Background: an optimization exercise with open tools, aiming at a short achievable clock period and few clock cycles. Do not read the settings as production practice.
The RTL was checked by simulation tests, not by an equivalence proof against the original design.
Power is estimated from default activity; no workload was simulated.

==> design.v <==
module adder(
	input [63:0] a,
	input [63:0] b,
	output reg [63:0] out
);
always @(*)
begin
  out = a + b;
end
endmodule
module branch_unit(
	input  [63:0] a,
	input  [63:0] b,
	input         ge_sel,
	input         br,
	input         pred,
	input         far,
	input         replay,
	output        taken,
	output        redirect
);
wire eq = a == b;
wire ge = $signed(a) >= $signed(b);
assign taken    = ge_sel ? ge : eq;
assign redirect = (br & ((taken ^ pred) | far)) | replay;
endmodule
module mux4oh(
	input  [3:0]  s,
	input  [63:0] d0, d1, d2, d3,
	output [63:0] y
);
assign y = ({64{s[0]}} & d0) | ({64{s[1]}} & d1) | ({64{s[2]}} & d2) | ({64{s[3]}} & d3);
endmodule
module mux2_64(
	input         s,
	input  [63:0] d0, d1,
	output [63:0] y
);
assign y = s ? d1 : d0;
endmodule
module instruction_parser(
	input [31:0] ins,
	output [6:0] opcode,
	output [4:0] rd,
	output [2:0] func3,
	output [4:0] rs1,
	output [4:0] rs2,
	output [6:0] func7
);
assign opcode = ins[6:0];
assign rd = ins[11:7];
assign func3 = ins[14:12];
assign rs1 = ins[19:15];
assign rs2 = ins[24:20];
assign func7 = ins[31:25];
endmodule
module Control_Unit
(
    input [6:0] Opcode,
    output reg [1:0] ALUOp,
    output reg Branch,MemRead,MemtoReg,MemWrite,ALUSrc,Regwrite
);
always @(*)
begin
    case (Opcode)
    7'b0110011:
        begin
        ALUSrc = 1'b0;
        MemtoReg = 1'b0;
        Regwrite = 1'b1;
        MemRead = 1'b0;
        MemWrite = 1'b0;
        Branch = 1'b0;
        ALUOp = 2'b10;
        end
    7'b0000011:
        begin
        ALUSrc = 1'b1;
        MemtoReg = 1'b1;
        Regwrite = 1'b1;
        MemRead = 1'b1;
        MemWrite = 1'b0;
        Branch = 1'b0;
        ALUOp = 2'b00;
        end
    7'b0100011:
        begin
        ALUSrc = 1'b1;
        MemtoReg = 1'b0;
        Regwrite = 1'b0;
        MemRead = 1'b0;
        MemWrite = 1'b1;
        Branch = 1'b0;
        ALUOp = 2'b00;
        end
    7'b1100011:
        begin
        ALUSrc = 1'b0;
        MemtoReg = 1'b0;
        Regwrite = 1'b0;
        MemRead = 1'b0;
        MemWrite = 1'b0;
        Branch = 1'b1;
        ALUOp = 2'b01;
        end
	7'b0_01_00_11 : 
		begin
		ALUSrc = 1;
		MemtoReg = 0;
		Regwrite = 1;
		MemRead = 0;
		MemWrite = 0;
		Branch = 0;
		ALUOp = 2'b00;
		end
	default :
		begin
		ALUSrc = 1'b0;
		MemtoReg = 1'b0;
		Regwrite = 1'b0;
		MemRead = 1'b0;
		MemWrite = 1'b0;
		Branch = 1'b0;
		ALUOp = 2'b00;
		end
    endcase
end
endmodule
module sign_x(
	input  [63:0] a,
	input  [63:0] b,
	output        s
);
wire [63:0] sum = a + b;
assign s = sum[63];
endmodule
module inc64(
	input  [63:0] a,
	output [63:0] y,
	output [50:0] hp,
	output [50:0] hm
);
assign y  = a + 64'd4;
assign hp = a[63:13] + 51'd1;
assign hm = a[63:13] - 51'd1;
endmodule
module alu_64(
	input  [63:0] a,
	input  [63:0] b,
	input         add_op,
	input         sub_op,
	input         and_op,
	input         or_op,
	output [63:0] res
);
wire [63:0] s = a + b;
wire [63:0] d = a - b;
assign res = ({64{add_op}} & s) | ({64{sub_op}} & d) |
             ({64{and_op}} & (a & b)) | ({64{or_op}} & (a | b));
endmodule
module rf_read(
	input  [4:0]   rs,
	input  [247:0] rf,       
	output [7:0]   rd
);
wire [7:0] lo = 8'b1 << rs[2:0];
wire [3:0] hi = 4'b1 << rs[4:3];
reg  [7:0] grp [0:3];
reg  [7:0] v;
integer i, j;
always @(*) begin
	for (i = 0; i < 4; i = i + 1) begin
		grp[i] = 8'd0;
		for (j = 0; j < 8; j = j + 1)
			if (i*8+j > 0)
				grp[i] = grp[i] | ({8{lo[j]}} & rf[8*(i*8+j-1) +: 8]);
	end
	v = 8'd0;
	for (i = 0; i < 4; i = i + 1)
		v = v | ({8{hi[i]}} & grp[i]);
end
assign rd = v;
endmodule
module fetch_next(
	input  [63:0] pc,
	input  [31:0] ir,
	input  [50:0] hip,        
	input  [50:0] him,        
	output [12:0] lo,
	output [50:0] hi,
	output        far
);
wire [12:0] off = {ir[31], ir[7], ir[30:25], ir[11:8], 1'b0};
reg  [12:0] kg, kp;
integer d, j;
always @(*) begin
	kg = pc[12:0] & off;
	kp = pc[12:0] ^ off;
	for (d = 1; d < 13; d = d * 2)
		for (j = 12; j >= d; j = j - 1) begin
			kg[j] = kg[j] | (kp[j] & kg[j-d]);
			kp[j] = kp[j] & kp[j-d];
		end
end
assign lo  = (pc[12:0] ^ off) ^ {kg[11:0], 1'b0};
assign far = kg[12] != ir[31];
assign hi  = far ? (ir[31] ? him : hip) : pc[63:13];
endmodule
module RISC_V_Processor(
	input clk,
	input reset,
	output [63:0] imem_addr,
	input  [31:0] imem_data,
	output [63:0] dmem_addr,
	output [63:0] dmem_wdata,
	output        dmem_we,
	output        dmem_re,
	input  [63:0] dmem_rdata
);
reg  [63:0] pc_f;    
reg  [63:0] pc_i;    
reg  [63:0] a_x, b_x, o2_x, tgt_x, seq_x;
reg  [4:0]  rd_x;
reg         wr_x, ld_x, st_x, br_x, pred_x, far_x, ge_x, replay_x;
reg         add_x, sub_x, and_x, or_x;
reg  [63:0] res_m, ad_m, wd_m;
reg  [4:0]  rd_m;
reg         wr_m, we_m, re_m;
reg  [63:0] rf [31:1];
wire redirect;
wire sgn_x;
wire loaduse;
wire [63:0] res;
wire [63:0] alt;
assign imem_addr = pc_f;
wire [31:0] ir = imem_data;
wire [6:0] op  = ir[6:0];
wire [4:0] rd  = ir[11:7];
wire [2:0] f3  = ir[14:12];
wire [4:0] rs1 = ir[19:15];
wire [4:0] rs2 = ir[24:20];
wire is_r  = op == 7'b0110011;
wire is_i  = op == 7'b0010011;
wire is_ld = op == 7'b0000011;
wire is_st = op == 7'b0100011;
wire is_br = op == 7'b1100011;
wire wr_f  = (is_r | is_i | is_ld) & (rd != 5'd0);
wire u1_f  = is_r | is_i | is_ld | is_st | is_br;
wire u2_f  = is_r | is_st | is_br;
wire sub_f = is_r & ( ir[30] & (f3 == 3'b000));
wire imm_sel = is_i | is_ld | is_st;
wire and_f = is_r & (~ir[30] & (f3 == 3'b111));
wire or_f  = is_r & (~ir[30] & (f3 == 3'b110));
wire pred_f, far_f;
wire [63:0] seq_f, pc_next;
wire [63:0] val_m = re_m ? dmem_rdata : res_m;
wire fw1 = wr_x & (rd_x == rs1);
wire fw2 = wr_x & (rd_x == rs2);
wire by1 = wr_m & (rd_m == rs1);
wire by2 = wr_m & (rd_m == rs2);
wire bgez_f = is_br & f3[2] & (rs2 == 5'd0);
wire known_f = bgez_f & ((fw1 & add_x & ~ld_x) | (~fw1 & by1));
wire sign_f  = fw1 ? sgn_x : val_m[63];
wire [63:0] tgt_f;
wire [50:0] hip_f, him_f, hi_f;
wire [12:0] lo_f;
wire spred_f;
inc64 inc(.a(pc_i), .y(seq_f), .hp(hip_f), .hm(him_f));
fetch_next nxt(
	.pc(pc_i), .ir(ir), .hip(hip_f), .him(him_f), .lo(lo_f), .hi(hi_f), .far(far_f)
);
assign tgt_f   = {pc_i[63:13], lo_f};
assign spred_f = is_br & (ir[31] | (rs1 == rs2));
assign pred_f  = known_f ? ~sign_f : spred_f;
wire nrr    = ~reset & ~redirect;
wire s_tgt  = nrr & (known_f ? ~sign_f : spred_f);
wire s_seq  = nrr & (known_f ?  sign_f : ~spred_f);
wire [63:0] pc_in;
mux4oh pcm(
	.s({1'b0, s_seq, s_tgt, 1'b0}),
	.d0(pc_i), .d1(tgt_f), .d2(seq_f), .d3(64'd0), .y(pc_in)
);
mux2_64 pcr(.s(redirect & ~reset), .d0(pc_in), .d1(alt), .y(pc_next));
wire [247:0] rf_sl [0:7];
genvar gi, gs;
generate
	for (gs = 0; gs < 8; gs = gs + 1) begin : g_sl
		for (gi = 1; gi < 32; gi = gi + 1) begin : g_rf
			assign rf_sl[gs][8*(gi-1) +: 8] = rf[gi][8*gs +: 8];
		end
	end
endgenerate
wire [63:0] src1, src2, o2_f;
wire [63:0] imm_i = {{52{ir[31]}}, ir[31:20]};
wire [63:0] imm_s = {{52{ir[31]}}, ir[31:25], ir[11:7]};
wire [63:0] imm_f = is_st ? imm_s : imm_i;
wire [63:0] rd1, rd2;
generate
	for (gs = 0; gs < 8; gs = gs + 1) begin : g_rd
		rf_read rp1(.rs(rs1), .rf(rf_sl[gs]), .rd(rd1[8*gs +: 8]));
		rf_read rp2(.rs(rs2), .rf(rf_sl[gs]), .rd(rd2[8*gs +: 8]));
	end
endgenerate
mux4oh m1(
	.s({1'b0, ~fw1 & ~by1, ~fw1 & by1, fw1}),
	.d0(res), .d1(val_m), .d2(rd1), .d3(64'd0), .y(src1)
);
mux4oh m2(
	.s({1'b0, ~fw2 & ~by2, ~fw2 & by2, fw2}),
	.d0(res), .d1(val_m), .d2(rd2), .d3(64'd0), .y(src2)
);
mux4oh mo(
	.s({~imm_sel & ~fw2 & ~by2, ~imm_sel & ~fw2 & by2, imm_sel, ~imm_sel & fw2}),
	.d0(res), .d1(imm_f), .d2(val_m), .d3(rd2), .y(o2_f)
);
assign loaduse = ld_x & ((u1_f & (rs1 == rd_x)) | (u2_f & (rs2 == rd_x)));
wire go = ~redirect & ~loaduse;
always @(posedge clk)
	pc_f <= pc_next;
always @(posedge clk or posedge reset)
	if (reset)
		pc_i <= 64'd0;
	else
		pc_i <= pc_next;
always @(posedge clk or posedge reset)
	if (reset) begin
		wr_x <= 1'b0; ld_x <= 1'b0; st_x <= 1'b0; br_x <= 1'b0;
		replay_x <= 1'b0;
	end else begin
		replay_x <= ~redirect & loaduse;
		wr_x <= go & wr_f;
		ld_x <= go & is_ld & wr_f;
		st_x <= go & is_st;
		br_x <= go & is_br;
	end
always @(posedge clk) begin
	a_x    <= src1;
	b_x    <= src2;
	o2_x   <= o2_f;
	tgt_x  <= loaduse ? pc_i : {hi_f, lo_f};
	seq_x  <= loaduse ? pc_i : seq_f;
	rd_x   <= rd;
	pred_x <= pred_f;
	far_x  <= pred_f & far_f;
	ge_x   <= f3[2];
	sub_x  <= sub_f;
	and_x  <= and_f;
	or_x   <= or_f;
	add_x  <= ~sub_f & ~and_f & ~or_f;
end
alu_64 alu(
	.a(a_x), .b(o2_x), .add_op(add_x), .sub_op(sub_x), .and_op(and_x), .or_op(or_x),
	.res(res)
);
sign_x sgn(
	.a(a_x), .b(o2_x), .s(sgn_x)
);
wire taken;
branch_unit bru(
	.a(a_x), .b(b_x), .ge_sel(ge_x), .br(br_x), .pred(pred_x), .far(far_x),
	.replay(replay_x), .taken(taken), .redirect(redirect)
);
assign alt = taken ? tgt_x : seq_x;
always @(posedge clk or posedge reset)
	if (reset) begin
		wr_m <= 1'b0;
	end else begin
		wr_m <= wr_x;
	end
always @(posedge clk)
	if (reset) begin
		we_m <= 1'b0; re_m <= 1'b0; ad_m <= 64'd0;
	end else begin
		we_m <= st_x; re_m <= ld_x; ad_m <= res;
	end
always @(posedge clk) begin
	res_m <= res;
	wd_m  <= b_x;
	rd_m  <= rd_x;
end
assign dmem_addr  = ad_m;
assign dmem_wdata = wd_m;
assign dmem_we    = we_m;
assign dmem_re    = re_m;
always @(posedge clk)
	if (wr_m)
		rf[rd_m] <= val_m;
endmodule
==> flow/run.sh <==
#!/bin/bash
# The standard layout, with these changes to how hard it optimises:
#  - ABC maps with its delay-oriented 'map' (flow/abc_speed.script) in place
#    of ORFS's default speed script; the rest of ORFS's scripts are copied as
#    they are
#  - no full-adder extraction (ADDER_MAP_FILE empty), so ABC maps the adders
#  - repair_timing aims well below the clock period (a larger setup margin)
#  - the port buffers are plain buffers (buf_4) rather than the default pick
# The clock, the SDC and the rest of the flow are the standard flow's.
set -euo pipefail
rm -rf scripts_abc
cp -r "$FLOW_HOME/scripts" scripts_abc
cp flow/abc_speed.script scripts_abc/abc_speed.script
bash standard.sh "SCRIPTS_DIR=$PWD/scripts_abc" ADDER_MAP_FILE= SETUP_SLACK_MARGIN=9 \
	"BUFFER_PORTS_ARGS=-buffer_cell sky130_fd_sc_hd__buf_4" finish > standard_flow.log 2>&1
==> flow/abc_speed.script <==
&get -n
&st
&dch
&put
map -D 300
buffer -c
topo
stime -c
upsize -c -D 300
dnsize -c -D 300
==> standard.sh <==
#!/bin/bash
# synth_recipe.tcl (not shown) runs the flow's synth.tcl, then flattens the netlist and writes it again
# the make line also repeats each setting of config.mk as NAME=value (left out here)
make -C /OpenROAD-flow-scripts/flow DESIGN_CONFIG=/design/flow/config.mk WORK_HOME=/design/flow/orfs CLKGATE_MAP_FILE= SYNTH_SCRIPT=/design/flow/synth_recipe.tcl "${@:-finish}"
==> config.mk <==
export PLATFORM = sky130hd
export DESIGN_NAME = RISC_V_Processor
export DESIGN_NICKNAME = RISC_V_Processor
export VERILOG_FILES = /design/flow/design.v
export SDC_FILE = /design/flow/constraint.sdc
export NUM_CORES = 4
export LEC_CHECK = 0
export CAP_MARGIN = 20
export CORE_MARGIN = 2
export CORE_UTILIZATION = 50
export CTS_CLUSTER_DIAMETER = 100
export CTS_CLUSTER_SIZE = 20
export PLACE_DENSITY = 0.62
export SETUP_SLACK_MARGIN = 1.5
export SLEW_MARGIN = 20
export SYNTH_HIERARCHICAL = 1
==> constraint.sdc <==
create_clock -name core_clock -period 13.0 [get_ports {clk}]
set_input_delay 2.6000 -clock core_clock [delete_from_list [all_inputs] [get_ports {clk}]]
set_output_delay 2.6000 -clock core_clock [all_outputs]
set_load 0.01 [all_outputs]
==> summary.md <==
| Metric | Value |
|---|---|
| Worst Clk Skew | 0.0751 ns |
| Final Max Slew Viols | 0 |
| Hold crit path type | reg2reg |
| FF+latch count, synth | 2649 |
| Wire per inst | 37.0 um |
| Overflow after GRT | 0 |
| Hold Vio Cnt, Final | 0 |
| Setup crit end kind | register |
| TritonCTS Sinks | 2649 |
| Setup crit start | imem_data[17] |
| Status | complete, no violations |
| Final hold slack | 0.377 ns |
| # IOs | 292 |
| Port bufs | 291 |
| Syn. warnings | 10 |
| Iter 0 DRT Violations | 28300 |
| Mapped cell area | 0.147 mm2 |
| Count leader, synth | nand4_1 |
| Setup slack after layout | 8.69 ns |
| Layout cells sized above 1 | 13.3% |
| Post-synth top area share | 40.5% |
| Max Cap Viol | 0 |
| Post-Layout Cell Count | 19900 |
| Clock power frac | 24.4% |
| Post-Syn Area per Cell | 9.24 um2 |
| Post-synth EDFFs | 1984 |
| RSZ-0062 raised after global routing | yes |
| Post-Synth Adder-Cell Area | 0% |
| Placed insts | 19200 |
| Synth Area in XOR/XNOR | 0.541% |
| CTS max path bufs | 4 |
| Initial core utilization | 50.2% |
| Placement Setup Slack | 6.05 ns |
| Die H | 547 um |
| Worst Path Buf+Inv | 6 |
| Vias in the first global route | 134000 |
| Row cnt | 199 |
| CORE AREA | 0.294 mm2 |
| Cell family with most CP delay | buffers and inverters |
| Crit-path most repeated cell | buf_16 |
| Primary FF master, synth | edfxtp_1 |
| Sequential power share | 48.2% |
| RR Startpoint | b_x[16] |
| Yosys top cell by area | edfxtp_1 |
| Hold path start | b_x[31] |
| Crit-path max cell delay | 0.38 ns |
| Residual DRC | 0 |
| CTS tree | built |
| CP Class | in2reg |
| Worst-path clk slew | 0.09 ns |
| Largest family of logic cells by synthesized area | simple AND/OR/NAND/NOR gates |
| Worst Path Required | 13.79 ns |
| Largest register by flop count | rf |
| Clock Latency Late Sink | 0.95 ns |
| Post-synthesis simple-gate area fraction | 31.7% |
| Via count | 150000 |
| Die Area | 0.299 mm2 |
| Crit Path Max Fanout | 8 |
| CTS buffer count | 157 |
| Top cells by area, synth | edfxtp_1 (40%), nand4_1 (19%), dfxtp_1 (8.1%) |
| Largest register FFs | 1984 |
| Switch share | 36.1% |
| Setup tns final | 0 ns |
| Vias per cell | 7.56 |
| Power Internal | 14.1 mW |
| Net Switching | 7.96 mW |
| Fillers | 25900 |
| Combinational group share of total power | 27.5% |
| Crit start category | input port |
| DRT antenna net count | 0 |
| Worst vdd ir | 0.000140 V |
| CTS Hold Bufs | 0 |
| Worst slew margin | 17.3% |
| Die X | 547 um |
| Largest net degree at the start of global routing | 122 |
| Ys async rst share | 2.64% |
| Final WL | 736000 um |
| Total chip power | 22.0 mW |
| CP cell instances | buf_16 -> buf_16 -> buf_16 -> inv_6 -> nand2_4 -> o2111a_1 -> nand4_1 -> nand2_2 -> nand3_4 -> o211a_4 -> buf_12 -> buf_16 -> a22oi_2 -> nand2_1 -> mux2_4 |
| Routability cong. | 1.06 |
| Global-route wire length before repair | 997000 um |
| DRT Pass-1 Iters | 10 |
| Post-synth top cells | nand4_1 (4400), edfxtp_1 (1984), nand2_1 (1754) |
| Power density cells | 133 mW/mm2 |
| Initial antenna violation count | 54 |
| Mux cell area share after synthesis | 1.61% |
| P&R area growth vs syn | 12.3% |
| H-Tree Level Count | 4 |
| Cell variety after synth | 89 |
| Period utilization | 33.2% |
| Clock Tree Root | clkbuf_16 |
| # nets final | 15900 |
| Leak Pwr | 57.1 nW |
| All-Layer GR Usage | 45.7% |
| Critical path arrival | 5.10 ns |
| Post-layout minimum cycle time | 4.31 ns |
| Max Freq | 232 MHz |
| Slowest cell on crit path | o211a_4 |
| DPL Wire Length | 421000 um |
| # setup viols final | 0 |
| Compound-cell area share of the yosys netlist | 9.54% |
| Cells after Synth | 15900 |
| Tightest Pin Transition | 1.24 ns |
| Seq/Total Area, Yosys | 49.7% |
## cells by family after synthesis
group                     after synthesis
DFF                                  2649
buffers and inverters                2113
muxes                                 191
xor gates and xnor gates               91
AOI/OAI and AO/OA                    2257
other                                   1
and+or+nand+nor                      8640
## power groups by stage
stage	Sequential (mW)	Clock, mW	Combinational, mW
after detailed placement	10.7	0	5.26
final	10.6	5.37	6.05
after floorplan	10.5	0	3.18
after CTS	10.6	5.33	5.53
after global routing	10.6	5.61	6.25
after global placement	10.7	0	5.26
## per-stage QoR
stage	cell area (um2)	util, %
after floorplan	148000	-
after global placement	151000	51.4
after detailed placement	151000	51.4
after CTS	161000	55.0
after global routing	165000	56.3
final	165000	56.3
## cells in the final DEF (no fill, tap or decap), types with 58 or more instances in the layout
cell       instances
a21oi_1          307
a22oi_1          371
a22oi_2          194
a31oi_1          112
buf_12            62
buf_16            90
buf_4            500
buf_6            132
bufbuf_16         58
clkbuf_1         106
clkbuf_16        211
conb_1           196
dfrtp_1           70
dfxtp_1          483
dfxtp_2           76
edfxtp_1        1984
inv_1            604
mux2_2           127
mux2_4            64
nand2_1         1740
nand3_1         1278
nand4_1         4400
nor2_1           733
nor2_2            70
nor2_4            78
o21ai_0          696
o21ai_1          246
xor2_1            70
## modules after synthesis, one instance, submodules excluded
module | area [um2] | flops+latches | cells inside | times used
branch_unit | 1680 | 0 | 356 | 1
sign_x | 1340 | 0 | 252 | 1
alu_64 | 13300 | 0 | 2614 | 1
mux2_64 | 1080 | 0 | 71 | 1
fetch_next | 2140 | 0 | 474 | 1
mux4oh | 1520 | 0 | 220 | 4
rf_read | 2460 | 0 | 435 | 16
inc64 | 4440 | 0 | 849 | 1
RISC_V_Processor | 77800 | 2649 | 3486 | 1
## timing repair
action                                  4_1_cts  5_1_grt
pin swaps                                    54       97
buffers inserted                             86       79
cloned                                       76       63
endpoints found under the setup margin      561      445
gates resized for setup                     762      517
## layer usage
metal | global-route usage (%) | share of wire (%) | up-vias
met1 | 59.8 | 36 | 72300
li1 | - | - | 61700
met2 | 66.1 | 42 | 13300
met5 | 0 | 0.085 | -
met4 | 28.4 | 7.7 | 32
met3 | 14.0 | 15 | 2819
## final timing paths
check | end | slack [ns] | cells past startpoint
max | pc_f[21] | 8.69 | 15
min | wd_m[31] | 0.38 | 0
max reg2reg | pc_f[21] | 8.72 | 19
min reg2reg | wd_m[31] | 0.38 | 0
max in group asynchronous | pc_i[55] | 9.55 | 3
min in group asynchronous | pc_i[1] | 2.26 | 2
## final cells by class
cell class | instances | area, um2 | area share, %
Sequential cell | 2649 | 73500 | 44.4
Tap cell | 3919 | 4900 | 2.97
Clock inverter | 16 | 233 | 0.141
Timing Repair Buffer | 930 | 12700 | 7.67
Multi-Input combinational cell | 11400 | 66700 | 40.3
Inverter | 669 | 2800 | 1.70
Antenna cell | 38 | 95.1 | 0.0575
Timing Repair inverter | 3 | 68.8 | 0.0416
Clock buffer | 265 | 4380 | 2.65
Testbench counts, summed over its fixed seeds: cycles 62,955.

==> what the ideal ports hide <==
Ports are ideal in the flow. The routed layout listed here was re-timed in OpenROAD.
Step 1 sets driving cells, clkbuf_16 on the clock port and buf_2 on the other inputs (assumed; they add their load-dependent delay and slew).
Step 2 times the ports against the registers' clock, not the clock port: input delays grow and output delays shrink by t, the midpoint of the rising clock arrivals with the driver on.
Slacks: no drivers / after step 1 / after step 2; pairs: no drivers / after step 1.
t (ns): 1.022
setup WS [ns]: 8.690 / 8.413 / 7.391
worst setup path at the end: input to register
worst register clock-pin slew, ns: 0.10 / 0.10
After both steps setup and hold are still met in this run. The setup slack of this run moves by -0.277 ns with the drivers and by -1.299 ns with both steps.
